Context: an optimization exercise on an open-source flow, tuned for small area. The choices shown serve that exercise and are no tape-out recipe. The RTL was checked by simulation tests, not by an equivalence proof against the original design.

==> flow/design.v (outline; a module is shown in full before it is edited, if it fits) <==
// module delta_mod: 56 lines
// module aer_input2: 22 lines
// module aer_hidden_busy: 24 lines
// module lif_hidden_L1: 434 lines
// module lif_hidden_L2: 418 lines
// module lif_hidden_L3: 418 lines
// module mac_step: 1095 lines
// module popcount8: 38 lines
// module rca: 19 lines
// module lif_decay: 9 lines
// module lif_addsat: 21 lines
// module lif_spike_ge: 14 lines
// module lif_sat: 11 lines
// module lpf_unit: 27 lines
// module output_decoder: 83 lines
// module snn_top: 295 lines
module snn_top #(
    parameter int ECG_WIDTH          = 11,   
    parameter int DM_STEP_SIZE       = 4,    
    parameter int NUM_HIDDEN_LAYERS  = 4,
    parameter int NEURONS_PER_LAYER  = 8,
    parameter int NEURON_WIDTH       = 16,   
    parameter int NEURON_FRAC_WIDTH  = 8,    
    parameter int CURRENT_WIDTH      = 16,
    parameter int CURRENT_FRAC_WIDTH = 1,
    parameter int WEIGHT_WIDTH       = 8,
    parameter int NUM_TIMESTEPS      = 10,   
    parameter logic signed [31:0] MATCH_THRESHOLD = 32'h0001_0000
)(
    input  logic                                        clk,
    input  logic                                        rst_n,
    input  logic [ECG_WIDTH-1:0]                        ecg_in,
    input  logic                                        inference_start,
    output logic                                        inference_done,
    output logic                                        match,
    output logic [1:0]                                  dm_spike_raster,  
    output logic [NUM_HIDDEN_LAYERS*NEURONS_PER_LAYER-1:0] spike_raster,
    output logic signed [31:0]                          prediction,
    input  logic                                        weight_en,
    input  logic [$clog2(NEURONS_PER_LAYER)-1:0]        weight_addr,
    input  logic signed [NEURON_WIDTH-1:0]              weight_data
);
  // ...
==> flow/run.sh <==
#!/bin/bash
# synth_recipe.tcl (not shown) runs the flow's synth.tcl, then flattens the netlist and writes it again
# the make line also repeats each setting of config.mk as NAME=value (left out here)
make -C /OpenROAD-flow-scripts/flow DESIGN_CONFIG=/design/flow/config.mk WORK_HOME=/design/flow/orfs CLKGATE_MAP_FILE= SYNTH_SCRIPT=/design/flow/synth_recipe.tcl finish
==> flow/config.mk <==
export PLATFORM = sky130hd
export DESIGN_NAME = snn_top
export DESIGN_NICKNAME = snn_top
export VERILOG_FILES = /design/flow/design.v
export SDC_FILE = /design/flow/constraint.sdc
export NUM_CORES = 4
export LEC_CHECK = 0
export CAP_MARGIN = 20
export CORE_MARGIN = 2
export CORE_UTILIZATION = 55
export CTS_BUF_LIST = sky130_fd_sc_hd__clkbuf_4
export CTS_CLUSTER_DIAMETER = 40
export CTS_CLUSTER_SIZE = 10
export PLACE_DENSITY = 0.7
export SLEW_MARGIN = 20
==> flow/constraint.sdc <==
create_clock -name core_clock -period 14.0 [get_ports {clk}]
set_input_delay 2.8000 -clock core_clock [delete_from_list [all_inputs] [get_ports {clk}]]
set_output_delay 2.8000 -clock core_clock [all_outputs]
set_load 0.01 [all_outputs]
==> metrics.yaml, run 1 <==
critical_path:
  cpPeakStageDelay_ns: 0.91
  crit_slowest_cell: "dfrtp_1"
  startpoint_type: "flop"
  cp.arrival_ns: 13.57
  cp_top_family: "adder cells"
  r2r_end: "l0_cand[5][3]"
clock_tree:
  cts_tree: "built"
  post_cts_buffers: 0
  cts_buffers: 139
drt:
  vias_per_cell: 5.37
final_layout:
  non_clock_inverter_count: 685
  seq_cell_count: 969
  ff_latch_area_um2: 22300
  multi_input_area_share_pct: 43.3
  nMultiInputCombCells: 2325
  top_register: "ring"
  nets: 5011
  final_util_pct: 60.1
  final_area_um2: 52100
global_routing:
  grt_pass1_vias: 31100
  grt_use_met2_pct: 37.1
sta:
  worst_slew_pin_slew_ns: 1.13
  rsz0062_at_grt: "false"
  relSlewSlack_pct: 24.9
floorplanning:
  fp.coreArea_um2: 86600
  dieArea_um2: 89500
  chipWidth_um: 299
synthesis:
  synthTopCellsByCount: "684 x inv_1, 564 x dfxtp_1, 551 x fa_1, 401 x nand2_1, 292 x nor2_1"
  yosys.area_share.simple_pct: 10.5
  synth_edf_count: 170
  synthArstFlopShare_pct: 24.3
  syn_area_um2: 47900
  yosys.area_share.adder_pct: 27.3
  synth_top_cell_area_share_pct: 23.6
  ys_types: 82
  synth_flop_cell: "dfxtp_1"
  synth-xor-area-share_pct: 0.715
placement:
  io_buffers: 101
outcome:
  outcome: "timing/DRC/antenna clean"
==> run 2, diff against run 1 <==
--- a/flow/config.mk
+++ b/flow/config.mk
@@ -8,8 +8,8 @@
 export CAP_MARGIN = 20
 export CORE_MARGIN = 2
 export CORE_UTILIZATION = 55
-export CTS_BUF_LIST = sky130_fd_sc_hd__clkbuf_4
-export CTS_CLUSTER_DIAMETER = 40
-export CTS_CLUSTER_SIZE = 10
+export CTS_BUF_LIST = sky130_fd_sc_hd__clkbuf_8
+export CTS_CLUSTER_DIAMETER = 60
+export CTS_CLUSTER_SIZE = 18
 export PLACE_DENSITY = 0.7
 export SLEW_MARGIN = 20
==> run 2 against run 1 <==
Still clean. Setup slack better by 0.12 ns. Final area shrank 0.47%. Clock skew down 0.021 ns. Highest routed layer unchanged.
==> metrics.yaml, run 2 <==
clock_tree:
  clk_latency_ns: 0.76
  post_cts_buffers: 0  # unchanged
  clockBufferDepth: 3
  htreeDepth: 3
  holdBufCountCts: 0
  cts.clk_slew.worst_paths_ns: 0.11
  cts_tree: "built"
  cts_resized: 0
  root_buffer: "clkbuf_8"
  cts_buffers: 79  # -43%
  cts_sinks: 969
critical_path:
  crit_slowest_cell: "dfrtp_1"
  startpoint_type: "flop"
  required_ns: 14.40
  crit_type: "reg -> reg"
  cpPeakStageDelay_ns: 0.88  # -0.03 ns
  worstSetupEndpointType: "flop"
  reg2reg_depth: 40
  path_common_cell: "fa_1"
  cp_max_fo: 22
  cp.arrival_ns: 13.17  # -0.40 ns
job:
  maxCapViolCount: 0
sta:
  worst_slew_pin_slew_ns: 1.12  # -0.00682 ns
  post-route-min-period_ns: 12.77
  min_period_over_period_pct: 91.2
  tns_ns: 0
  skew_ns: 0.0495
  fin_hold_ws_ns: 0.308
  finalHoldViolCount: 0
  drv_slew: 0
  relSlewSlack_pct: 25.4  # +0.45 points
  setup_violations: 0
  rsz0062_at_grt: "false"
  fmax_mhz: 78.3
synthesis:
  synth_most_common_cell: "inv_1"
  synthTopCellsByArea: "dfxtp_1 24%, fa_1 23%, dfrtp_1 12%"
  synthTopCellsByCount: "684 x inv_1, 564 x dfxtp_1, 551 x fa_1, 401 x nand2_1, 292 x nor2_1"
  ys_types: 82  # unchanged
  synth.ff_latch_count: 969
  syn_avg_cell_area_um2: 11.7
  synth_edf_count: 170  # unchanged
  syn_area_um2: 47900  # unchanged
  synth_top_cell_area_share_pct: 23.6  # unchanged
  synth_warnings: 51
  synthArstFlopShare_pct: 24.3  # unchanged
  synthCells: 4111
  synth_flop_cell: "dfxtp_1"
  ys_seq_area_share_pct: 46.5
  postSynthNetCount: 4856
  synth_area_leader_cell: "dfxtp_1"
placement:
  hpwlAfterDp_um: 77100
  io_buffers: 101  # unchanged
  gp_congestion: 0.942
global_routing:
  track_usage_pct: 24.0
  antenna_found_initial: 6
  grt_pass1_wl_um: 168000
  grt_pass1_vias: 30500  # -2.0%
  grt_max_degree: 75
  grt.overflow.total: 0
floorplanning:
  fp.coreArea_um2: 86600  # unchanged
  die_h_um: 299
  row_count: 108
  chipWidth_um: 299  # unchanged
  dieArea_um2: 89500  # unchanged
  io_pins: 102
  start_util_pct: 55.3
final_layout:
  reg.largest.list: "ring x512, u_output_decoder.weights x128, u_output_decoder.bank.lpf_inst.y x120"
  largest_register_ffs: 512
  final_common_cell: "inv_1"
  drive_above_1_share_pct: 6.41
  nets: 4951  # -1.2%
  syn_to_final_growth_pct: 8.17
  top_register: "ring"
  final_cell_mix: "698 x inv_1, 564 x dfxtp_1, 551 x fa_1"
drt:
  finalWirelength_um: 103000
  route.detailed.wl_per_inst_um: 19.1
  drc: 0
  vias_per_cell: 5.40  # +0.56%
  drt-pass1-iter-count: 8
  vias: 29200
  drt_iter0_markers: 2325
  antenna_left: 0
outcome:
  outcome: "timing/DRC/antenna clean"
hold_path:
  min_path_type: "reg -> reg"
  worstHoldPathCells: 0
## run 2: final timing paths
check | slack [ns] | from | endpoint
max | 1.23 | ph[0] | l0_cand[3][3]
min | 0.31 | ring[17][11] | ring[16][11]
max reg2reg | 1.23 | ph[0] | l0_cand[3][3]
min reg2reg | 0.31 | ring[17][11] | ring[16][11]
max in group asynchronous | 9.93 | rst_n | timestep[1]
min in group asynchronous | 1.94 | rst_n | u_output_decoder.bank[5].lpf_inst.y[5]
## run 2: through the flow
stage	instance area, um^2	utilization, %	instances	setup slack [ns]
2_1_floorplan	47900	-	4111	2.77
3_3_place_gp	50200	58.0	5280	1.71
3_5_place_dp	50200	58.0	5280	1.37
4_1_cts	51800	59.8	5414	1.35
5_1_grt	51800	59.9	5417	0.430
6_report	51800	59.9	5417	1.23
## run 2: cell families (layout without fill, tap and decap cells)
kind of cell / count (synthesis) / in the layout / synth area share, %
AO/OA/AOI/OAI: 418 / 418 / 5.96
buffers and inverters: 817 / 965 / 6.55
other: 1 / 4 / 0.00782
XOR/XNOR: 37 / 37 / 0.715
flip-flops: 969 / 969 / 46.5
AND/OR/NAND/NOR: 1078 / 1078 / 10.5
multiplexers: 76 / 76 / 2.47
adder cells (fa/ha/maj): 715 / 715 / 27.3
## run 2: layer usage
layer  wire, um  global-route usage, %  vias up
met2      46300                   36.5     1085
met5         24                      0        -
met4       3460                   8.69        4
met3       8120                   4.84      220
met1      45400                   34.6    14700
li1           -                      -    13300
## run 2: critical path, delay by kind of cell, from the launching register on
family | cells | cell delay (ns)
fa+ha+maj | 22 | 7.61
buf+inv | 6 | 0.60
simple gates | 5 | 1.21
flops | 1 | 0.88
compound gates | 7 | 2.12
## run 2: layout make-up
type | count | area, um^2
Fill cell | 6970 | 34800
Multi-Input combinational cell | 2325 | 22600
Sequential cell | 969 | 22300
Inverter | 685 | 2570
Tap cell | 1155 | 1450
Timing Repair Buffer | 146 | 1350
Clock buffer | 81 | 1110
Clock inverter | 53 | 520
Antenna cell | 3 | 7.51
==> run 3, diff against run 2 <==
--- a/flow/config.mk
+++ b/flow/config.mk
@@ -9,7 +9,7 @@
 export CORE_MARGIN = 2
 export CORE_UTILIZATION = 55
 export CTS_BUF_LIST = sky130_fd_sc_hd__clkbuf_8
-export CTS_CLUSTER_DIAMETER = 60
-export CTS_CLUSTER_SIZE = 18
+export CTS_CLUSTER_DIAMETER = 70
+export CTS_CLUSTER_SIZE = 16
 export PLACE_DENSITY = 0.7
 export SLEW_MARGIN = 20
==> run 3 against run 2 <==
Still clean on timing, DRC and antenna. Critical path depth unchanged. Die area stayed put. Fmax down 0.72%. Setup slack got worse by 0.093 ns. Core utilization fell by 0.38 points. Largest cell class unchanged. Highest routed layer unchanged.
==> metrics.yaml, run 3 <==
drt:
  drt-pass1-iter-count: 6  # -2
  vias: 29200  # -0.26%
  drc: 0  # unchanged
  antenna_left: 0  # unchanged
  route.detailed.wl_per_inst_um: 19.1  # about the same
  finalWirelength_um: 103000  # -0.26%
  drt_iter0_markers: 2307  # -0.77%
  vias_per_cell: 5.40  # about the same
final_layout:
  drive_above_1_share_pct: 5.84  # -0.57 points
  reg.largest.list: "ring x512, u_output_decoder.weights x128, u_output_decoder.bank.lpf_inst.y x120"
  final_cell_mix: "708 x inv_1, 564 x dfxtp_1, 551 x fa_1"
  nFillCells: 6990  # +0.29%
  final_common_cell: "inv_1"
  syn_to_final_growth_pct: 7.49
  largest_register_ffs: 512  # unchanged
  nets: 4947  # -0.081%
  top_register: "ring"
  final_util_pct: 59.5  # -0.38 points
sta:
  drv_slew: 0  # unchanged
  skew_ns: 0.0512  # +0.00176 ns
  relSlewSlack_pct: 25.3  # -0.063 points
  fmax_mhz: 77.8  # -0.72%
  worst_slew_pin_slew_ns: 1.12  # +0.000945 ns
  tns_ns: 0  # unchanged
  post-route-min-period_ns: 12.86  # +0.0925 ns
  finalHoldViolCount: 0  # unchanged
  min_period_over_period_pct: 91.8  # +0.66 points
  rsz0062_at_grt: "false"
  setup_violations: 0  # unchanged
placement:
  io_buffers: 101  # unchanged
  hpwlAfterDp_um: 77100  # unchanged
  gp_congestion: 0.942  # unchanged
critical_path:
  crit_type: "reg -> reg"
  crit_slowest_cell: "dfrtp_1"
  cpPeakStageDelay_ns: 0.89  # about the same
  required_ns: 14.38  # -0.02 ns
  cp.depth: 40  # unchanged
  crit_buf_inv: 6  # unchanged
  cp.arrival_ns: 13.24  # +0.07 ns
  startpoint_type: "flop"
  path_common_cell: "fa_1"
  reg2reg_depth: 40  # unchanged
  worstSetupEndpointType: "flop"
  cp_max_fo: 22  # unchanged
  cp_top_family: "adder cells"
synthesis:
  ys_types: 82  # unchanged
  synth_edf_count: 170  # unchanged
  syn_area_um2: 47900  # unchanged
  ys_seq_area_share_pct: 46.5  # unchanged
  syn_avg_cell_area_um2: 11.7  # unchanged
  synth_most_common_cell: "inv_1"
  postSynthNetCount: 4856  # unchanged
  synth.ff_latch_count: 969  # unchanged
  synth_warnings: 51  # unchanged
  synthArstFlopShare_pct: 24.3  # unchanged
  synthTopCellsByCount: "684 x inv_1, 564 x dfxtp_1, 551 x fa_1, 401 x nand2_1, 292 x nor2_1"
  synth_flop_cell: "dfxtp_1"
  synth_top_cell_area_share_pct: 23.6  # unchanged
  synthCells: 4111  # unchanged
  synth_area_leader_cell: "dfxtp_1"
  synthTopCellsByArea: "dfxtp_1 24%, fa_1 23%, dfrtp_1 12%"
floorplanning:
  fp.coreArea_um2: 86600  # unchanged
  start_util_pct: 55.3  # unchanged
  die_h_um: 299  # unchanged
  row_count: 108  # unchanged
  dieArea_um2: 89500  # unchanged
  chipWidth_um: 299  # unchanged
  io_pins: 102  # unchanged
clock_tree:
  cts_tree: "built"
  cts.clk_slew.worst_paths_ns: 0.11  # about the same
  clk_latency_ns: 0.75  # about the same
  holdBufCountCts: 0  # unchanged
  post_cts_buffers: 0  # unchanged
  root_buffer: "clkbuf_8"
  cts_resized: 0  # unchanged
  htreeDepth: 3  # unchanged
  cts_sinks: 969  # unchanged
  cts_buffers: 75  # -5.1%
  clockBufferDepth: 3  # unchanged
global_routing:
  grt_max_degree: 75  # unchanged
  grt_pass1_vias: 30400  # -0.44%
  grt_pass1_wl_um: 167000  # -0.15%
  antenna_found_initial: 6  # unchanged
  grt.overflow.total: 0  # unchanged
  track_usage_pct: 24.0  # -0.053 points
job:
  maxCapViolCount: 0  # unchanged
outcome:
  outcome: "timing/DRC/antenna clean"
hold_path:
  worstHoldPathCells: 0  # unchanged
  min_path_type: "reg -> reg"
## run 3: worst register-to-register path, delay by kind of cell, from the launching register on
family	cells	cell delay [ns]
flops	1	0.89
fa+ha+maj	22	7.62
compound gates	7	2.15
simple gates	5	1.22
buf+inv	6	0.63
## run 3: per-stage QoR
step | worst slack (ns) | std cells | area (um^2) | hold slack [ns]
final | 1.14 | 5402 | 51500 | 0.293
after global routing | 0.389 | 5402 | 51500 | 0.282
after CTS | 1.30 | 5400 | 51500 | 0.280
after detailed placement | 1.37 | 5280 | 50200 | 0.312
after global placement | 1.71 | 5280 | 50200 | 0.310
after floorplan | 2.77 | 4111 | 47900 | 0.310
## run 3: area by class of cell
cell class              instances  area [um^2]  share of cell area [%]
multi-input cells            2325        22600                    43.8
clock inverters                40          209                   0.406
repair buffers                146         1350                    2.63
well taps                    1155         1450                    2.81
diodes                          2         5.00                 0.00971
flip-flops and latches        969        22300                    43.2
clock buffers                  80         1100                    2.14
inverters                     685         2570                    4.99
## run 3: cells by family (layout without fill, tap and decap cells)
family	after synthesis	in the layout	synth area share, %
DFF	969	969	46.5
AOI/OAI and AO/OA	418	418	5.96
buffers and inverters	817	951	6.55
xor gates and xnor gates	37	37	0.715
muxes	76	76	2.47
other	1	3	0.00782
and+or+nand+nor	1078	1078	10.5
adders and majority gates	715	715	27.3
## run 3: routing by layer
layer | track usage (%) | routed length, um
met1 | 34.5 | 45500
met2 | 36.7 | 46200
met3 | 5.04 | 7620
met4 | 8.00 | 3630
met5 | 0 | 38
## run 3: worst paths after layout
kind	from	end	slack [ns]
max in group asynchronous	rst_n	u_hidden_aer.served[1]	9.90
hold reg to reg	ring[1][1]	ring[0][1]	0.29
hold / removal	ring[1][1]	ring[0][1]	0.29
setup reg to reg	ph[0]	l0_cand[3][3]	1.14
min in group asynchronous	rst_n	u_output_decoder.bank[5].lpf_inst.y[10]	1.97
setup / recovery	ph[0]	l0_cand[3][3]	1.14
==> run 4, diff against run 3 <==
==> flow/flow/run.sh (new file) <==
#!/bin/bash
# Layout: the standard flow (standard.sh, the standard synthesis included),
# with one change: the input and output port buffers are the smallest buffer
# cell (buf_1) rather than the delay buffer the flow picks by default.
set -euo pipefail
export BUFFER_PORTS_ARGS="-buffer_cell sky130_fd_sc_hd__buf_1"
bash standard.sh > standard_flow.log 2>&1
==> flow/standard.sh (new file) <==
#!/bin/bash
# synth_recipe.tcl (not shown) runs the flow's synth.tcl, then flattens the netlist and writes it again
# the make line also repeats each setting of config.mk as NAME=value (left out here)
make -C /OpenROAD-flow-scripts/flow DESIGN_CONFIG=/design/flow/config.mk WORK_HOME=/design/flow/orfs CLKGATE_MAP_FILE= SYNTH_SCRIPT=/design/flow/synth_recipe.tcl "${@:-finish}"
removed: flow/run.sh
==> run 4 against run 3 <==
Core utilization down 0.58 points. Global-route usage is 0.080 points higher. Worst hold slack better by 0.011 ns. Fmax is 1.9% higher. Still clean. Register-to-register slack better by 0.24 ns. Sequential cell count stayed put. Synthesized area stayed put. Critical endpoint unchanged.
==> metrics.yaml, run 4 <==
global_routing:
  track_usage_pct: 24.1  # +0.080 points
  grt.overflow.total: 0  # unchanged
  grt_pass1_wl_um: 169000  # +0.92%
  grt_pass1_vias: 30500  # +0.45%
  grt_max_degree: 69  # -8.0%
  antenna_found_initial: 7  # +1
clock_tree:
  cts_resized: 0  # unchanged
  cts_buffers: 77  # +2.7%
  clk_latency_ns: 0.74  # about the same
  htreeDepth: 3  # unchanged
  cts_sinks: 969  # unchanged
  root_buffer: "clkbuf_8"
  post_cts_buffers: 0  # unchanged
  clockBufferDepth: 3  # unchanged
  cts.clk_slew.worst_paths_ns: 0.11  # about the same
  cts_tree: "built"
  holdBufCountCts: 0  # unchanged
critical_path:
  crit_type: "reg -> reg"
  r2r_slack_ns: 1.39  # +0.24 ns
  r2r_end: "l0_cand[3][3]"
  crit_path_start: "ph[0]"
  cp.arrival_ns: 13.03  # -0.21 ns
  reg2reg_depth: 40  # unchanged
  crit_buf_inv: 6  # unchanged
  cp_max_fo: 22  # unchanged
  required_ns: 14.42  # +0.04 ns
  cp_top_family: "adder cells"
  regToRegStartpoint: "ph[0]"
  path_common_cell: "fa_1"
  startpoint_type: "flop"
  cp.depth: 40  # unchanged
  cp-endpoint: "l0_cand[3][3]"
  crit_slowest_cell: "dfrtp_1"
  cpPeakStageDelay_ns: 0.83  # -0.06 ns
  worstSetupEndpointType: "flop"
drt:
  drt_iter0_markers: 2274  # -1.4%
  vias_per_cell: 5.38  # -0.31%
  drc: 0  # unchanged
  drt-pass1-iter-count: 8  # +2
  vias: 29100  # -0.20%
  antenna_left: 0  # unchanged
  finalWirelength_um: 103000  # -0.33%
  route.detailed.wl_per_inst_um: 19.0  # -0.44%
synthesis:
  synth.ff_latch_count: 969  # unchanged
  postSynthNetCount: 4856  # unchanged
  synth_edf_count: 170  # unchanged
  syn_area_um2: 47900  # unchanged
  synth_mux_area_share_pct: 2.47  # unchanged
  synth-xor-area-share_pct: 0.715  # unchanged
  synth_most_common_cell: "inv_1"
  synth_area_leader_cell: "dfxtp_1"
  synthCells: 4111  # unchanged
  synthTopCellsByArea: "dfxtp_1 24%, fa_1 23%, dfrtp_1 12%"
  synth_warnings: 51  # unchanged
  synth_flop_cell: "dfxtp_1"
  syn_avg_cell_area_um2: 11.7  # unchanged
  synth_top_cell_area_share_pct: 23.6  # unchanged
  yosys.area_share.adder_pct: 27.3  # unchanged
  ys_seq_area_share_pct: 46.5  # unchanged
  yosys.area_share.simple_pct: 10.5  # unchanged
  synthTopCellsByCount: "684 x inv_1, 564 x dfxtp_1, 551 x fa_1, 401 x nand2_1, 292 x nor2_1"
  ys_types: 82  # unchanged
  synth_top_family_by_area: "adder cells"
  synth_compound_area_share_pct: 5.96  # unchanged
  synthArstFlopShare_pct: 24.3  # unchanged
sta:
  setup_violations: 0  # unchanged
  drv_slew: 0  # unchanged
  min_period_over_period_pct: 90.1  # -1.7 points
  finalHoldViolCount: 0  # unchanged
  tns_ns: 0  # unchanged
  fmax_mhz: 79.3  # +1.9%
  worst_slew_pin_slew_ns: 0.990  # -0.131 ns
  fin_hold_ws_ns: 0.304  # +0.0109 ns
  post-route-min-period_ns: 12.61  # -0.243 ns
  rsz0062_at_grt: "false"
  relSlewSlack_pct: 34.0  # +8.7 points
  skew_ns: 0.0469  # -0.00435 ns
floorplanning:
  row_count: 108  # unchanged
  io_pins: 102  # unchanged
  die_h_um: 299  # unchanged
  dieArea_um2: 89500  # unchanged
  start_util_pct: 55.3  # unchanged
  chipWidth_um: 299  # unchanged
  fp.coreArea_um2: 86600  # unchanged
final_layout:
  drive_above_1_share_pct: 5.93  # +0.086 points
  final_common_cell: "inv_1"
  nets: 4948  # +0.020%
  nFillCells: 7103  # +1.6%
  ff_latch_area_um2: 22300  # unchanged
  syn_to_final_growth_pct: 6.44
  reg.largest.list: "ring x512, u_output_decoder.weights x128, u_output_decoder.bank.lpf_inst.y x120"
  final_cell_mix: "711 x inv_1, 564 x dfxtp_1, 551 x fa_1"
  multi_input_area_um2: 22600  # unchanged
  final_util_pct: 58.9  # -0.58 points
  largest_register_ffs: 512  # unchanged
  top_register: "ring"
placement:
  io_buffers: 101  # unchanged
  gp_congestion: 0.948  # +0.62%
  hpwlAfterDp_um: 76800  # -0.35%
hold_path:
  min_path_type: "reg -> reg"
  worstHoldPathCells: 0  # unchanged
outcome:
  outcome: "timing/DRC/antenna clean"
job:
  maxCapViolCount: 0  # unchanged
[run 4: cell counts after synthesis]
Identical to the previous run, type by type.
[run 4: how the worst min path moves through the flow]
stage	from	to	slack, ns
3_5_place_dp	ring[31][9]	ring[30][9]	0.31
6_report	ring[3][9]	ring[2][9]	0.30
5_1_grt	ring[7][4]	ring[6][4]	0.31
3_3_place_gp	ring[20][4]	ring[19][4]	0.31
2_1_floorplan	ring[1][0]	ring[0][0]	0.31
4_1_cts	ring[3][9]	ring[2][9]	0.30
[run 4: cell type report]
| type | instances | share of cell area, % |
|---|---|---|
| timing repair buffer | 145 | 1.42 |
| inverter | 685 | 5.04 |
| multi-input combinational | 2325 | 44.2 |
| clock inverter | 47 | 0.657 |
| clock buffer | 80 | 2.16 |
| antenna | 2 | 0.00981 |
| tap | 1155 | 2.83 |
| sequential | 969 | 43.7 |
[run 4: through the flow]
| step | setup slack (ns) | cells | cell area [um^2] |
|---|---|---|---|
| 2_1_floorplan | 2.77 | 4111 | 47900 |
| 3_3_place_gp | 1.75 | 5278 | 49600 |
| 3_5_place_dp | 1.54 | 5278 | 49600 |
| 4_1_cts | 1.48 | 5405 | 51000 |
| 5_1_grt | 0.531 | 5408 | 51000 |
| 6_report | 1.39 | 5408 | 51000 |
[run 4: cell families after synthesis]
kind of cell,Yosys count
AO/OA/AOI/OAI,418
XOR/XNOR,37
adder cells (fa/ha/maj),715
multiplexers,76
AND/OR/NAND/NOR,1078
flip-flops,969
buffers and inverters,817
other,1
[run 4: worst reg2reg max path, delay by kind of cell (launching register included)]
family,cells,cell delay [ns]
AOI/OAI and AO/OA,7,2.00
and+or+nand+nor,5,1.22
adders and majority gates,22,7.64
DFF,1,0.83
buffers and inverters,6,0.63
[run 4: layer usage]
layer / track usage (%) / routed length [um]
met1: 35.4 / 46100
met2: 36.6 / 46500
met3: 4.46 / 7300
met4: 7.55 / 2800
met5: 0 / 75
==> run 5, diff against run 4 <==
==> flow/flow/run.sh (replaced) <==
#!/bin/bash
# Layout: the standard flow (standard.sh), with two changes:
#  - after the standard synthesis, flow/polarity.py chooses the polarity of
#    each full-adder cell so that fewer inverters are needed between adders
#    (combinational cells only; every register is left as synthesized);
#  - the input and output port buffers are the smallest buffer cell (buf_1)
#    rather than the delay buffer the flow picks by default.
# Each step writes its full output to its own log file in this folder.
set -euo pipefail
export BUFFER_PORTS_ARGS="-buffer_cell sky130_fd_sc_hd__buf_1"
R=orfs/results/sky130hd/snn_top/base
bash standard.sh synth > standard_synth.log 2>&1
cp "$R/1_2_yosys.v" 1_2_yosys.standard.v
python3 flow/polarity.py 1_2_yosys.standard.v "$R/1_2_yosys.v" > polarity.log 2>&1
touch "$R/1_2_yosys.v"
bash standard.sh > standard_flow.log 2>&1
==> flow/flow/polarity.py (new file) <==
#!/usr/bin/env python3
"""Polarity optimisation of full-adder cells in a mapped sky130 netlist.

A full adder is self-dual: FA(~a, ~b, ~c) = (~sum, ~cout). Synthesis leaves
many inverters between adder cells; choosing, for each full adder, whether it
works on true or complemented signals lets most of them go. Every inverter
(except those driving output ports) is removed, each adder is given a
polarity, and one inverter is added for each signal whose other polarity is
still needed. Only combinational cells change; flip-flops keep their cells,
names and connections' logic values.

usage: polarity.py in.v out.v
"""
import re
import sys

OUT_PINS = {"X", "Y", "Q", "Q_N", "SUM", "COUT", "HI", "LO"}


def is_inv(t):
    return re.match(r"sky130_fd_sc_hd__(inv|clkinv)_\d+$", t) is not None


def is_fa(t):
    return re.match(r"sky130_fd_sc_hd__fa_\d+$", t) is not None


def is_const(n):
    return re.match(r"^1'[bh][01]$", n) is not None


def const_not(n):
    return "1'b1" if n.endswith("0") else "1'b0"


def main():
    src = open(sys.argv[1]).read()
    m = re.search(r"^(module\s.*?;\n)(.*?)(^endmodule)", src, re.S | re.M)
    head, body = m.group(1), m.group(2)
    cell_re = re.compile(r"^  (sky130_fd_sc_hd__\w+)\s+(\S+)\s*\((.*?)\);\n", re.S | re.M)
    decls = []
    cells = []
    pos = 0
    for cm in cell_re.finditer(body):
        pre = body[pos:cm.start()]
        decls.append(pre)
        pins = [(p, n.strip()) for p, n in re.findall(r"\.(\w+)\(([^()]*)\)", cm.group(3))]
        cells.append([cm.group(1), cm.group(2), pins])
        pos = cm.end()
    tail = body[pos:]
    decl_text = "".join(decls) + tail
    assert "assign" not in decl_text, "assign statements not supported"

    outputs = set()
    for om in re.finditer(r"^\s*output\s+(\[(\d+):(\d+)\]\s+)?(\S+);", head + decl_text, re.M):
        name = om.group(4)
        if om.group(1):
            hi, lo = int(om.group(2)), int(om.group(3))
            for i in range(min(hi, lo), max(hi, lo) + 1):
                outputs.add(f"{name}[{i}]")
        else:
            outputs.add(name)

    driver = {}
    for ci, (t, name, pins) in enumerate(cells):
        for p, n in pins:
            if p in OUT_PINS and n:
                driver[n] = (ci, p)

    # inverters kept as ordinary cells: those driving output ports
    removable = set()
    for ci, (t, name, pins) in enumerate(cells):
        if is_inv(t):
            y = dict(pins)["Y"]
            if y not in outputs:
                removable.add(ci)

    memo = {}

    def root(n):
        if is_const(n):
            return (n, 0)
        if n in memo:
            return memo[n]
        d = driver.get(n)
        if d is not None and d[0] in removable:
            a = dict(cells[d[0]][2])["A"]
            r, p = root(a)
            res = (r, p ^ 1)
        else:
            res = (n, 0)
        memo[n] = res
        return res

    fa_ids = [ci for ci, c in enumerate(cells) if is_fa(c[0])]
    flip = {ci: 0 for ci in fa_ids}
    # FAs driving output ports keep their polarity
    fixed = set()
    for ci in fa_ids:
        for p, n in cells[ci][2]:
            if p in OUT_PINS and n in outputs:
                fixed.add(ci)

    # demand counts: dem[r] = [count true, count complement]
    dem = {}
    uses = []   # (ci, pin index, root, pol)
    for ci, (t, name, pins) in enumerate(cells):
        if ci in removable:
            continue
        for k, (p, n) in enumerate(pins):
            if p in OUT_PINS or not n:
                continue
            r, pol = root(n)
            uses.append((ci, k, r, pol))
    for n in outputs:
        pass  # output port nets are driven directly (never renamed)

    fa_in = {ci: [] for ci in fa_ids}
    for (ci, k, r, pol) in uses:
        if ci in flip:
            fa_in[ci].append((r, pol))
    for (ci, k, r, pol) in uses:
        eff = pol ^ flip.get(ci, 0)
        dem.setdefault(r, [0, 0])[eff] += 1

    def natural(r):
        d = driver.get(r)
        if d is not None and d[0] in flip:
            return flip[d[0]]
        return 0

    def cost(r):
        if is_const(r):
            return 0
        dd = dem.get(r, [0, 0])
        return 1 if dd[natural(r) ^ 1] > 0 else 0

    fa_out = {}
    for ci in fa_ids:
        fa_out[ci] = [n for p, n in cells[ci][2] if p in OUT_PINS and n]

    def delta(ci):
        ins = fa_in[ci]
        outs = fa_out[ci]
        touched = set(r for r, _ in ins) | set(outs)
        before = sum(cost(r) for r in touched)
        f = flip[ci]
        for r, pol in ins:
            dem[r][pol ^ f] -= 1
            dem[r][pol ^ f ^ 1] += 1
        flip[ci] ^= 1
        after = sum(cost(r) for r in touched)
        # undo
        flip[ci] ^= 1
        for r, pol in ins:
            dem[r][pol ^ f ^ 1] -= 1
            dem[r][pol ^ f] += 1
        return after - before

    def do_flip(ci):
        f = flip[ci]
        for r, pol in fa_in[ci]:
            dem[r][pol ^ f] -= 1
            dem[r][pol ^ f ^ 1] += 1
        flip[ci] ^= 1

    roots = set(dem) | set(n for ci in fa_ids for n in fa_out[ci])
    start = sum(cost(r) for r in roots)
    improved = True
    passes = 0
    while improved and passes < 50:
        improved = False
        passes += 1
        for ci in fa_ids:
            if ci in fixed:
                continue
            if delta(ci) < 0:
                do_flip(ci)
                improved = True
    end = sum(cost(r) for r in roots)
    print(f"polarity: {len(removable)} inverters before, {end} after "
          f"({sum(flip.values())} of {len(fa_ids)} adders flipped; {start} without flips)",
          file=sys.stderr)

    # ---- rebuild
    new_wires = []
    new_cells = []
    comp_net = {}   # root -> complement net name
    true_net = {}   # root -> true net name
    cnt = [0]

    def fresh():
        cnt[0] += 1
        w = f"_pol{cnt[0]}_"
        new_wires.append(w)
        return w

    for r in roots:
        if is_const(r):
            true_net[r] = r
            comp_net[r] = const_not(r)
            continue
        dd = dem.get(r, [0, 0])
        if natural(r) == 0:
            true_net[r] = r
            if dd[1] > 0:
                c = fresh()
                comp_net[r] = c
                new_cells.append((r, c))
        else:
            c = fresh()
            comp_net[r] = c
            if dd[0] > 0:
                true_net[r] = r
                new_cells.append((c, r))

    # rewire
    for (ci, k, r, pol) in uses:
        eff = pol ^ flip.get(ci, 0)
        if r not in true_net:   # root with no flip involvement (not in roots)
            true_net[r] = r
        if eff == 0:
            net = true_net[r]
        else:
            if r not in comp_net:
                if is_const(r):
                    comp_net[r] = const_not(r)
                else:
                    c = fresh()
                    comp_net[r] = c
                    new_cells.append((r, c))
            net = comp_net[r]
        p, _ = cells[ci][2][k]
        cells[ci][2][k] = (p, net)
    for ci in fa_ids:
        if flip[ci]:
            pins = cells[ci][2]
            for k, (p, n) in enumerate(pins):
                if p in OUT_PINS and n:
                    pins[k] = (p, comp_net[n])

    def v(n):
        return n + " " if n.startswith("\\") else n

    out = [head]
    out.append(decl_text.rstrip("\n") + "\n" if decl_text.strip() else "")
    for w in new_wires:
        out.append(f"  wire {w};\n")
    for ci, (t, name, pins) in enumerate(cells):
        if ci in removable:
            continue
        pl = ",\n".join(f"    .{p}({v(n)})" for p, n in pins)
        out.append(f"  {t} {name} (\n{pl}\n  );\n")
    for i, (a, y) in enumerate(new_cells):
        out.append(f"  sky130_fd_sc_hd__inv_1 _polinv{i}_ (\n    .A({v(a)}),\n    .Y({v(y)})\n  );\n")
    out.append("endmodule\n")
    open(sys.argv[2], "w").write(src[:m.start()] + "".join(out) + src[m.end():])


main()
==> run 5 against run 4 <==
Final cell count is 5.5% lower. Clock skew up 0.012 ns. Fmax down 2.6%. Synthesized cell count is 7.0% lower. Highest routed layer unchanged. Critical path depth grew 5. Synthesized area decreased by 2.3%. Non-clock buffer count is 1 lower. Die area is 2.2% lower.
==> metrics.yaml, run 5 <==
outcome:
  outcome: "timing/DRC/antenna clean"
critical_path:
  crit_slowest_cell: "dfrtp_1"
  worstSetupEndpointType: "flop"
  crit_buf_inv: 9  # +3
  reg2reg_depth: 45  # +13%
  required_ns: 14.38  # -0.04 ns
  cp.arrival_ns: 13.33  # +0.30 ns
  startpoint_type: "flop"
  path_common_cell: "fa_1"
  cpPeakStageDelay_ns: 0.90  # +0.07 ns
  crit_type: "reg -> reg"
  regToRegStartpoint: "ph[0]"
  cp_max_fo: 24  # +9.1%
  cp_top_family: "adder cells"
  r2r_end: "l0_cand[5][3]"
  r2r_slack_ns: 1.05  # -0.34 ns
synthesis:
  syn_area_um2: 46800  # -2.3%
  synthCells: 3822  # -7.0%
  syn_avg_cell_area_um2: 12.3  # +5.1%
  synth_warnings: 51  # unchanged
  postSynthNetCount: 4567  # -6.0%
drt:
  finalWirelength_um: 102000  # -0.63%
  route.detailed.wl_per_inst_um: 20.0  # +5.2%
  drt_iter0_markers: 2034  # -11%
  vias_per_cell: 5.47  # +1.6%
  antenna_left: 0  # unchanged
  drc: 0  # unchanged
  drt-pass1-iter-count: 6  # -2
  vias: 27900  # -4.0%
floorplanning:
  die_h_um: 296  # -1.1%
  io_pins: 102  # unchanged
  chipWidth_um: 296  # -1.1%
  fp.coreArea_um2: 84700  # -2.2%
  dieArea_um2: 87500  # -2.2%
  start_util_pct: 55.3  # -0.057 points
  row_count: 107  # -0.93%
final_layout:
  nets: 4659  # -5.8%
  final_common_cell: "dfxtp_1"
  top_register: "ring"
  reg.largest.list: "ring x512, u_output_decoder.weights x128, u_output_decoder.bank.lpf_inst.y x120"
  final_util_pct: 58.9  # about the same
  syn_to_final_growth_pct: 6.58
  final_cell_mix: "564 x dfxtp_1, 551 x fa_1, 423 x inv_1"
  drive_above_1_share_pct: 6.39  # +0.46 points
  nFillCells: 6823  # -3.9%
  largest_register_ffs: 512  # unchanged
global_routing:
  track_usage_pct: 24.2  # +0.099 points
  grt.overflow.total: 0  # unchanged
  grt_pass1_vias: 29200  # -4.4%
  grt_pass1_wl_um: 163000  # -3.4%
  antenna_found_initial: 4  # -3
  grt_max_degree: 69  # unchanged
sta:
  drv_slew: 0  # unchanged
  min_period_over_period_pct: 92.5  # +2.4 points
  rsz0062_at_grt: "false"
  finalHoldViolCount: 0  # unchanged
  worst_slew_pin_slew_ns: 1.04  # +0.0533 ns
  tns_ns: 0  # unchanged
  setup_violations: 0  # unchanged
  post-route-min-period_ns: 12.95  # +0.337 ns
  fmax_mhz: 77.2  # -2.6%
  skew_ns: 0.0593  # +0.0124 ns
  relSlewSlack_pct: 30.5  # -3.6 points
placement:
  gp_congestion: 0.963  # +1.6%
  io_buffers: 101  # unchanged
  hpwlAfterDp_um: 75600  # -1.6%
clock_tree:
  root_buffer: "clkbuf_8"
  cts_tree: "built"
  htreeDepth: 3  # unchanged
  cts_buffers: 78  # +1.3%
  holdBufCountCts: 0  # unchanged
  cts_resized: 0  # unchanged
  clk_latency_ns: 0.75  # about the same
  cts.clk_slew.worst_paths_ns: 0.10  # about the same
  clockBufferDepth: 3  # unchanged
  cts_sinks: 969  # unchanged
  post_cts_buffers: 0  # unchanged
hold_path:
  worstHoldPathCells: 0  # unchanged
  hold_start: "ring[19][12]"
  hold_end: "ring[18][12]"
  min_path_type: "reg -> reg"
job:
  maxCapViolCount: 0  # unchanged
==> run 5: cell types whose count changed in the layout (fill, tap and decap cells not counted), moves of 2 or more <==
| cell | previous run | this run |
|---|---|---|
| diode_2 | 2 | 4 |
| inv_8 | 4 | 2 |
| inv_4 | 0 | 2 |
| inv_1 | 711 | 423 |
| clkinv_1 | 2 | 0 |
| inv_12 | 1 | 3 |
==> run 5: layout make-up <==
cell class                 instances  area [um^2]  share of cell area [%]
antenna                            4         10.0                  0.0200
clock inverter                    46          349                   0.699
inverter                         396         1490                    2.98
sequential                       969        22300                    44.6
timing repair buffer             144          706                    1.41
clock buffer                      80         1100                    2.21
tap                             1144         1430                    2.87
multi-input combinational       2325        22600                    45.2
==> run 5: how the worst max path moves through the flow <==
stage | slack [ns] | start | cells past startpoint | to
3_3_place_gp | 1.46 | ph[0] | 45 | l0_cand[3][3]
5_1_grt | 0.24 | ph[0] | 45 | l0_cand[3][3]
4_1_cts | 1.14 | ph[0] | 45 | l0_cand[0][3]
6_report | 1.05 | ph[0] | 45 | l0_cand[5][3]
3_5_place_dp | 1.17 | ph[0] | 45 | l0_cand[0][3]
2_1_floorplan | 2.77 | ph[1] | 45 | l0_cand[0][3]
==> run 5: through the flow <==
step	hold slack (ns)	cells	worst slack, ns	instance area (um^2)
final	0.285	5108	1.05	49900
after global placement	0.310	4978	1.46	48500
after global routing	0.307	5108	0.240	49900
after CTS	0.296	5104	1.14	49900
after detailed placement	0.312	4978	1.17	48500
after floorplan	0.310	3822	2.77	46800
==> run 5: routing by layer <==
layer / track usage [%] / share of wire [%] / vias up
li1: - / - / 12700
met1: 33.2 / 43 / 14100
met2: 39.0 / 48 / 919
met3: 4.35 / 6.5 / 214
met4: 8.34 / 3.2 / 2
met5: 0 / 0.011 / -
==> run 6, diff against run 5 <==
--- a/flow/config.mk
+++ b/flow/config.mk
@@ -7,9 +7,9 @@
 export LEC_CHECK = 0
 export CAP_MARGIN = 20
 export CORE_MARGIN = 2
-export CORE_UTILIZATION = 55
+export CORE_UTILIZATION = 65
 export CTS_BUF_LIST = sky130_fd_sc_hd__clkbuf_8
 export CTS_CLUSTER_DIAMETER = 70
 export CTS_CLUSTER_SIZE = 16
-export PLACE_DENSITY = 0.7
+export PLACE_DENSITY = 0.75
 export SLEW_MARGIN = 20
==> run 6 against run 5 <==
Synthesized area unchanged. Fmax is 1.9% higher. Sequential cell count did not move. Global-route usage up 4.2 points. Critical path depth shrank 7. Sequential share of layout area is 0.28 points higher.
==> metrics.yaml, run 6 <==
final_layout:
  largest_register_ffs: 512  # unchanged
  reg.largest.list: "ring x512, u_output_decoder.weights x128, u_output_decoder.bank.lpf_inst.y x120"
  drive_above_1_share_pct: 6.39  # about the same
  nets: 4661  # +0.043%
  syn_to_final_growth_pct: 5.92
  final_common_cell: "dfxtp_1"
  top_register: "ring"
  final_util_pct: 69.5  # +11 points
  final_cell_mix: "564 x dfxtp_1, 551 x fa_1, 423 x inv_1"
clock_tree:
  cts.clk_slew.worst_paths_ns: 0.11  # about the same
  cts_resized: 0  # unchanged
  clockBufferDepth: 3  # unchanged
  htreeDepth: 3  # unchanged
  holdBufCountCts: 0  # unchanged
  post_cts_buffers: 0  # unchanged
  clk_latency_ns: 0.72  # -0.03 ns
  root_buffer: "clkbuf_8"
  cts_sinks: 969  # unchanged
  cts_buffers: 75  # -3.8%
  cts_tree: "built"
global_routing:
  grt_max_degree: 76  # +10%
  grt_pass1_vias: 29600  # +1.3%
  grt_pass1_wl_um: 164000  # +0.26%
  antenna_found_initial: 3  # -1
  grt.overflow.total: 0  # unchanged
  track_usage_pct: 28.4  # +4.2 points
synthesis:
  syn_avg_cell_area_um2: 12.3  # unchanged
  syn_area_um2: 46800  # unchanged
  synthCells: 3822  # unchanged
  synth_warnings: 51  # unchanged
  postSynthNetCount: 4567  # unchanged
drt:
  wl_met2_um: 46900  # -3.4%
  route.detailed.wl_per_inst_um: 20.5  # +2.5%
  routed-wl-met3_um: 6970  # +4.9%
  drt-pass1-iter-count: 9  # +3
  highest_layer: "met4"
  vias: 28200  # +0.93%
  drt_iter0_markers: 2421  # +19%
  vias_per_cell: 5.74  # +4.9%
  drc: 0  # unchanged
  finalWirelength_um: 101000  # -1.4%
  met1_length_um: 43400  # -0.46%
  antenna_left: 0  # unchanged
sta:
  skew_ns: 0.0434  # -0.0159 ns
  finalHoldViolCount: 0  # unchanged
  setup_violations: 0  # unchanged
  tns_ns: 0  # unchanged
  relSlewSlack_pct: 29.3  # -1.2 points
  fmax_mhz: 78.7  # +1.9%
  timing.final.ws_setup_ns: 1.29  # +0.244 ns
  post-route-min-period_ns: 12.71  # -0.244 ns
  min_period_over_period_pct: 90.8  # -1.7 points
  rsz0062_at_grt: "false"
  worst_slew_pin_slew_ns: 1.06  # +0.0176 ns
  drv_slew: 0  # unchanged
critical_path:
  required_ns: 14.43  # +0.05 ns
  worstSetupEndpointType: "flop"
  crit_type: "reg -> reg"
  cp_max_fo: 22  # -8.3%
  cpPeakStageDelay_ns: 0.86  # -0.04 ns
  crit_slowest_cell: "dfrtp_1"
  path_common_cell: "fa_1"
  startpoint_type: "flop"
  cp.arrival_ns: 13.14  # -0.19 ns
floorplanning:
  die_h_um: 272  # -7.9%
  row_count: 98  # -8.4%
  io_pins: 102  # unchanged
  fp.coreArea_um2: 71400  # -16%
  dieArea_um2: 74200  # -15%
  start_util_pct: 65.6  # +10 points
  chipWidth_um: 272  # -7.9%
placement:
  hpwlAfterDp_um: 75100  # -0.57%
  io_buffers: 101  # unchanged
  dp_slack_ns: 1.42  # +0.249 ns
  gp_congestion: 0.991  # +2.8%
outcome:
  outcome: "timing/DRC/antenna clean"
job:
  maxCapViolCount: 0  # unchanged
hold_path:
  min_path_type: "reg -> reg"
==> run 6: layout make-up <==
cell class                      instances  area, um^2
Multi-Input combinational cell       2325       22600
Sequential cell                       969       22300
Fill cell                            5100       21700
Inverter                              396        1490
Tap cell                              950        1190
Clock buffer                           76        1050
Timing Repair Buffer                  149         743
Clock inverter                         46         305
Antenna cell                            3        7.51
==> run 6: layer usage <==
metal  GRT usage [%]  vias up
met5               0        -
met4            10.2        0
met3            5.17      228
met2            44.2     1005
met1            40.7    14300
li1                -    12700
==> run 6: final timing paths <==
kind	cells past startpoint	startpoint	slack [ns]	to
max	38	ph[0]	1.29	l0_cand[1][1]
min	0	ring[25][6]	0.31	ring[24][6]
max reg2reg	38	ph[0]	1.29	l0_cand[1][1]
min reg2reg	0	ring[25][6]	0.31	ring[24][6]
max in group asynchronous	3	rst_n	9.74	u_output_decoder.dc[0]
min in group asynchronous	1	rst_n	2.06	u_output_decoder.bank[3].lpf_inst.y[1]
==> run 6: critical path, delay by kind of cell, from the launching register on <==
family / cells / cell delay (ns)
fa+ha+maj: 22 / 7.67
compound gates: 5 / 1.66
simple gates: 5 / 1.59
flops: 1 / 0.86
buf+inv: 6 / 0.64
==> run 6: metrics by stage <==
stage               instances  area, um^2  hold WS, ns
floorplan                3822       46800        0.310
detailed placement       4789       48200        0.312
global route             4914       49600        0.328
CTS                      4911       49600        0.323
finish                   4914       49600        0.311
global placement         4789       48200        0.310
==> run 7, diff against run 6 <==
--- a/flow/flow/polarity.py
+++ b/flow/flow/polarity.py
@@ -239,6 +239,42 @@
                 if p in OUT_PINS and n:
                     pins[k] = (p, comp_net[n])
 
+    # adders with an unused output: a half adder whose sum is unused is an
+    # AND gate, a full adder whose sum is unused is a majority gate, a half
+    # adder whose carry is unused is an XOR gate
+    loads = {}
+    for ci, (t, name, pins) in enumerate(cells):
+        if ci in removable:
+            continue
+        for p, n in pins:
+            if p not in OUT_PINS and n:
+                loads[n] = loads.get(n, 0) + 1
+    for a, y in new_cells:
+        loads[a] = loads.get(a, 0) + 1
+
+    def unused(n):
+        return (not n) or (loads.get(n, 0) == 0 and n not in outputs)
+
+    nrep = 0
+    for ci, c in enumerate(cells):
+        t, name, pins = c
+        pd = dict(pins)
+        if re.match(r"sky130_fd_sc_hd__ha_\d+$", t):
+            if unused(pd.get("SUM")) and not unused(pd.get("COUT")):
+                c[0] = "sky130_fd_sc_hd__and2_1"
+                c[2] = [("A", pd["A"]), ("B", pd["B"]), ("X", pd["COUT"])]
+                nrep += 1
+            elif unused(pd.get("COUT")) and not unused(pd.get("SUM")):
+                c[0] = "sky130_fd_sc_hd__xor2_1"
+                c[2] = [("A", pd["A"]), ("B", pd["B"]), ("X", pd["SUM"])]
+                nrep += 1
+        elif is_fa(t):
+            if unused(pd.get("SUM")) and not unused(pd.get("COUT")):
+                c[0] = "sky130_fd_sc_hd__maj3_1"
+                c[2] = [("A", pd["A"]), ("B", pd["B"]), ("C", pd["CIN"]), ("X", pd["COUT"])]
+                nrep += 1
+    print(f"polarity: {nrep} adders with an unused output replaced by smaller gates", file=sys.stderr)
+
     def v(n):
         return n + " " if n.startswith("\\") else n
 
==> run 7 against run 6 <==
Sequential cell count is the same. Die area shrank 0.39%. Fmax grew 1.4%. First-iteration DRC count grew 8.0%. Critical path depth is the same. Critical endpoint is now l0_cand[0][1]. Via count grew 0.37%. Register-to-register slack gained 0.18 ns. Final cell count shrank 0.10%. Routed wire length grew 0.41%. Still clean on timing, DRC and antenna. Sequential share of layout area grew 0.20 points.
==> metrics.yaml, run 7 <==
clock_tree:
  clk_latency_ns: 0.72  # about the same
  post_cts_buffers: 0  # unchanged
  cts_resized: 0  # unchanged
  htreeDepth: 3  # unchanged
  root_buffer: "clkbuf_8"
  cts_tree: "built"
  clockBufferDepth: 3  # unchanged
  holdBufCountCts: 0  # unchanged
  cts.clk_slew.worst_paths_ns: 0.10  # about the same
  cts_sinks: 969  # unchanged
  cts_buffers: 74  # -1.3%
sta:
  skew_ns: 0.0442  # +0.000773 ns
  drv_slew: 0  # unchanged
  timing.final.ws_setup_ns: 1.47  # +0.179 ns
  post-route-min-period_ns: 12.53  # -0.179 ns
  relSlewSlack_pct: 28.0  # -1.3 points
  fmax_mhz: 79.8  # +1.4%
  tns_ns: 0  # unchanged
  rsz0062_at_grt: "false"
  worst_slew_pin_slew_ns: 1.08  # +0.0191 ns
  finalHoldViolCount: 0  # unchanged
  min_period_over_period_pct: 89.5  # -1.3 points
  setup_violations: 0  # unchanged
hold_path:
  min_path_type: "reg -> reg"
final_layout:
  nFillCells: 5097  # -0.059%
  final_common_cell: "dfxtp_1"
  reg.largest.list: "ring x512, u_output_decoder.weights x128, u_output_decoder.bank.lpf_inst.y x120"
  largest_register_ffs: 512  # unchanged
  syn_to_final_growth_pct: 5.87  # about the same
  final_cell_mix: "564 x dfxtp_1, 548 x fa_1, 420 x inv_1"
  final_util_pct: 69.3  # -0.18 points
  top_register: "ring"
  drive_above_1_share_pct: 6.32  # -0.066 points
  final_area_um2: 49400  # -0.43%
  nets: 4628  # -0.71%
drt:
  drt-pass1-iter-count: 7  # -2
  vias_per_cell: 5.76  # +0.47%
  vias: 28300  # +0.37%
  drt_iter0_markers: 2615  # +8.0%
  antenna_left: 0  # unchanged
  route.detailed.wl_per_inst_um: 20.6  # +0.52%
  drc: 0  # unchanged
  finalWirelength_um: 101000  # +0.41%
critical_path:
  cp.arrival_ns: 12.93  # -0.21 ns
  required_ns: 14.40  # -0.03 ns
  cp_max_fo: 22  # unchanged
  cpPeakStageDelay_ns: 0.81  # -0.05 ns
  path_common_cell: "fa_1"
  crit_type: "reg -> reg"
  worstSetupEndpointType: "flop"
  crit_slowest_cell: "dfrtp_1"
  startpoint_type: "flop"
global_routing:
  grt_pass1_vias: 29800  # +0.68%
  track_usage_pct: 28.7  # +0.25 points
  grt.overflow.total: 0  # unchanged
  antenna_found_initial: 3  # unchanged
  grt_max_degree: 137  # +80%
  grt_pass1_wl_um: 164000  # +0.51%
synthesis:
  postSynthNetCount: 4539  # -0.61%
  syn_avg_cell_area_um2: 12.2  # -0.39%
  synth_warnings: 51  # unchanged
  synthCells: 3822  # unchanged
  syn_area_um2: 46700  # -0.39%
floorplanning:
  dieArea_um2: 73900  # -0.39%
  chipWidth_um: 272  # -0.19%
  io_pins: 102  # unchanged
  fp.coreArea_um2: 71200  # -0.17%
  start_util_pct: 65.5  # -0.15 points
  die_h_um: 272  # -0.19%
  row_count: 98  # unchanged
placement:
  hpwlAfterDp_um: 75400  # +0.41%
  io_buffers: 101  # unchanged
  dp_slack_ns: 1.51  # +0.0867 ns
  gp_congestion: 0.982  # -0.88%
  place_area_um2: 48100  # -0.41%
job:
  maxCapViolCount: 0  # unchanged
outcome:
  outcome: "timing/DRC/antenna clean"
[run 7: layout make-up]
class	count	area, um^2	share of cell area (%)
antenna	4	10.0	0.0203
clock buffer	76	1050	2.12
clock inverter	44	283	0.572
inverter	396	1490	3.01
multi-input combinational	2325	22400	45.3
sequential	969	22300	45.1
tap	950	1190	2.41
timing repair buffer	145	726	1.47
[run 7: path summary, 6_finish.rpt]
check                                  from                                endpoint  slack, ns  depth (start not counted)
worst max-delay path                  ph[0]                           l0_cand[0][1]       1.47                         38
max in group asynchronous             rst_n                  u_output_decoder.dc[0]      10.61                          2
worst max register to register        ph[0]                           l0_cand[0][1]       1.47                         38
min in group asynchronous             rst_n  u_output_decoder.bank[4].lpf_inst.y[0]       2.13                          1
worst min register to register  ring[17][9]                             ring[16][9]       0.30                          0
worst min-delay path            ring[17][9]                             ring[16][9]       0.30                          0
[run 7: critical path, delay by kind of cell, from the launching register on]
kind / cells / cell delay [ns]
AND/OR/NAND/NOR: 6 / 2.30
adder cells (fa/ha/maj): 21 / 6.79
buffers and inverters: 6 / 0.62
flip-flops: 1 / 0.81
AO/OA/AOI/OAI: 5 / 1.69
[run 7: per-layer routing]
metal,GRT usage [%],wire (um),up-vias
li1,-,-,12700
met1,41.4,43100,14300
met2,44.5,47300,1089
met3,4.65,7280,229
met4,10.6,3340,0
met5,0,0,-
[run 7: metrics by stage]
step / cells / hold WS, ns
detailed placement: 4785 / 0.312
finish: 4909 / 0.302
floorplan: 3822 / 0.310
CTS: 4905 / 0.301
global placement: 4785 / 0.310
global route: 4907 / 0.314
==> run 8, diff against run 7 <==
--- a/flow/flow/run.sh
+++ b/flow/flow/run.sh
@@ -8,6 +8,7 @@
 # Each step writes its full output to its own log file in this folder.
 set -euo pipefail
 export BUFFER_PORTS_ARGS="-buffer_cell sky130_fd_sc_hd__buf_1"
+export CTS_ARGS="-sink_clustering_enable -repair_clock_nets -sink_clustering_size 16 -sink_clustering_max_diameter 70 -buf_list sky130_fd_sc_hd__clkbuf_8 -dont_use_dummy_load"
 R=orfs/results/sky130hd/snn_top/base
 bash standard.sh synth > standard_synth.log 2>&1
 cp "$R/1_2_yosys.v" 1_2_yosys.standard.v
--- a/flow/config.mk
+++ b/flow/config.mk
@@ -5,11 +5,11 @@
 export SDC_FILE = /design/flow/constraint.sdc
 export NUM_CORES = 4
 export LEC_CHECK = 0
-export CAP_MARGIN = 20
+export CAP_MARGIN = 10
 export CORE_MARGIN = 2
 export CORE_UTILIZATION = 65
 export CTS_BUF_LIST = sky130_fd_sc_hd__clkbuf_8
 export CTS_CLUSTER_DIAMETER = 70
 export CTS_CLUSTER_SIZE = 16
 export PLACE_DENSITY = 0.75
-export SLEW_MARGIN = 20
+export SLEW_MARGIN = 10
==> run 8 against run 7 <==
Still clean on timing, DRC and antenna. Fmax shrank 2.8%. Setup slack lost 0.36 ns. Register-to-register slack lost 0.36 ns. Synthesized cell count is the same. Clock skew grew 0.015 ns. Final area shrank 0.70%. Via count shrank 0.47%. Largest cell class unchanged.
==> metrics.yaml, run 8 <==
critical_path:
  crit_type: "reg -> reg"
  startpoint_type: "flop"
  required_ns: 14.37  # -0.03 ns
  cp_max_fo: 24  # +9.1%
  worstSetupEndpointType: "flop"
  cp.arrival_ns: 13.25  # +0.32 ns
  cpPeakStageDelay_ns: 0.76  # -0.05 ns
  crit_slowest_cell: "and2_1"
  path_common_cell: "fa_1"
  reg2reg_depth: 42  # +11%
drt:
  vias_per_cell: 5.79  # +0.47%
  drt_iter0_markers: 2489  # -4.8%
  antenna_left: 0  # unchanged
  vias: 28200  # -0.47%
  drt-pass1-iter-count: 6  # -1
  finalWirelength_um: 101000  # +0.22%
  drc: 0  # unchanged
  route.detailed.wl_per_inst_um: 20.8  # +1.2%
final_layout:
  drive_above_1_share_pct: 5.83  # -0.49 points
  final_cell_mix: "564 x dfxtp_1, 548 x fa_1, 401 x nand2_1"
  top_register: "ring"
  final_common_cell: "dfxtp_1"
  syn_to_final_growth_pct: 5.14
  nFillCells: 5103  # +0.12%
  largest_register_ffs: 512  # unchanged
  nets: 4629  # +0.022%
  final_util_pct: 68.9  # -0.48 points
  reg.largest.list: "ring x512, u_output_decoder.weights x128, u_output_decoder.bank.lpf_inst.y x120"
floorplanning:
  start_util_pct: 65.5  # unchanged
  chipWidth_um: 272  # unchanged
  row_count: 98  # unchanged
  dieArea_um2: 73900  # unchanged
  fp.coreArea_um2: 71200  # unchanged
  die_h_um: 272  # unchanged
  io_pins: 102  # unchanged
sta:
  fin_hold_ws_ns: 0.292  # -0.0103 ns
  post-route-min-period_ns: 12.89  # +0.357 ns
  tns_ns: 0  # unchanged
  min_period_over_period_pct: 92.0  # +2.5 points
  skew_ns: 0.0592  # +0.0150 ns
  relSlewSlack_pct: 23.5  # -4.5 points
  drv_slew: 0  # unchanged
  worst_slew_pin_slew_ns: 1.15  # +0.0682 ns
  finalHoldViolCount: 0  # unchanged
  rsz0062_at_grt: "false"
  setup_violations: 0  # unchanged
  fmax_mhz: 77.6  # -2.8%
global_routing:
  grt_pass1_wl_um: 164000  # about the same
  grt.overflow.total: 0  # unchanged
  grt_pass1_vias: 29500  # -0.75%
  grt_max_degree: 76  # -45%
  antenna_found_initial: 3  # unchanged
  track_usage_pct: 28.7  # +0.033 points
placement:
  hpwlAfterDp_um: 75700  # +0.33%
  gp_congestion: 0.946  # -3.7%
  io_buffers: 101  # unchanged
hold_path:
  worstHoldPathCells: 0  # unchanged
  min_path_type: "reg -> reg"
clock_tree:
  cts_tree: "built"
  cts_buffers: 72  # -2.7%
  root_buffer: "clkbuf_8"
  cts_sinks: 969  # unchanged
  post_cts_buffers: 0  # unchanged
  holdBufCountCts: 0  # unchanged
  htreeDepth: 3  # unchanged
  clockBufferDepth: 3  # unchanged
  clk_latency_ns: 0.69  # -0.03 ns
  cts.clk_slew.worst_paths_ns: 0.09  # about the same
  cts_resized: 0  # unchanged
synthesis:
  synthCells: 3822  # unchanged
  syn_avg_cell_area_um2: 12.2  # unchanged
  synth_warnings: 51  # unchanged
  syn_area_um2: 46700  # unchanged
  postSynthNetCount: 4539  # unchanged
job:
  maxCapViolCount: 0  # unchanged
outcome:
  outcome: "timing/DRC/antenna clean"
-- run 8: cell count changes in the layout (fill, tap and decap cells not counted), moves of 2 or more --
cell,before,now
clkinv_2,4,0
inv_8,3,0
inv_12,2,0
clkinvlp_4,5,0
inv_1,420,395
clkbuf_8,76,72
buf_4,43,47
-- run 8: layout make-up --
class	instances	area (um^2)	share of cell area (%)
diodes	3	7.51	0.0153
clock buffers	72	991	2.02
inverters	396	1490	3.03
multi-input cells	2325	22400	45.6
flip-flops and latches	969	22300	45.4
well taps	950	1190	2.42
repair buffers	148	736	1.50
-- run 8: metrics by stage --
stage	setup WS, ns	area, um^2	cells
floorplan	2.87	46700	3822
global placement	1.62	48100	4788
detailed placement	1.27	48100	4788
CTS	1.24	49000	4860
global route	0.343	49100	4862
finish	1.11	49100	4863
-- run 8: worst max-delay path, delay by kind of cell, from the launching register on --
family | cells | cell delay, ns
DFF | 1 | 0.65
buffers and inverters | 8 | 0.77
adders and majority gates | 23 | 7.17
and+or+nand+nor | 5 | 2.13
AOI/OAI and AO/OA | 6 | 1.86
-- run 8: metal layers --
| metal | global-route usage (%) | vias up | share of wire (%) |
|---|---|---|---|
| met3 | 5.13 | 284 | 7.4 |
| met5 | 0 | - | 0 |
| li1 | - | 12600 | - |
| met4 | 10.1 | 0 | 3.9 |
| met1 | 41.9 | 14200 | 43 |
| met2 | 44.0 | 1125 | 46 |
-- run 8: path summary, 6_finish.rpt --
kind                        startpoint                                 endpoint  slack, ns
max reg2reg                      ph[0]                            l0_cand[5][1]       1.11
max in group asynchronous        rst_n  u_output_decoder.bank[0].lpf_inst.y[11]      10.19
max                              ph[0]                            l0_cand[5][1]       1.11
min in group asynchronous        rst_n  u_output_decoder.bank[4].lpf_inst.y[10]       2.25
min                        ring[27][9]                              ring[26][9]       0.29
min reg2reg                ring[27][9]                              ring[26][9]       0.29

## port drivers added, routing unchanged
No port has a modelled driver above. Below, the same layouts with a new extraction and two added sets of constraints.
Step 1, drivers: a clkbuf_16 drives clk and a buf_2 each remaining input, both assumed.
Step 2, shift: input delay + t, output delay - t, t = (earliest + latest rising clock arrival at the registers) / 2. This alone moves slack from input paths to output paths.
Slacks: ideal / step 1 / step 2; pairs: ideal / step 1.
run	shift t [ns]	setup slack, ns	hold WS [ns]
run 1	1.097	1.115 / 1.115 / 1.115	0.288 / 0.288 / 0.288
run 2	0.798	1.234 / 1.234 / 1.234	0.308 / 0.308 / 0.308
run 3	0.774	1.142 / 1.142 / 1.142	0.293 / 0.293 / 0.293
run 4	0.776	1.385 / 1.385 / 1.385	0.304 / 0.304 / 0.304
run 5	0.784	1.048 / 1.048 / 1.048	0.285 / 0.285 / 0.285
run 6	0.764	1.292 / 1.292 / 1.292	0.311 / 0.311 / 0.311
run 7	0.764	1.471 / 1.471 / 1.471	0.302 / 0.302 / 0.302
run 8	0.723	1.115 / 1.115 / 1.115	0.292 / 0.292 / 0.292
After both steps setup and hold are still met in every run listed.
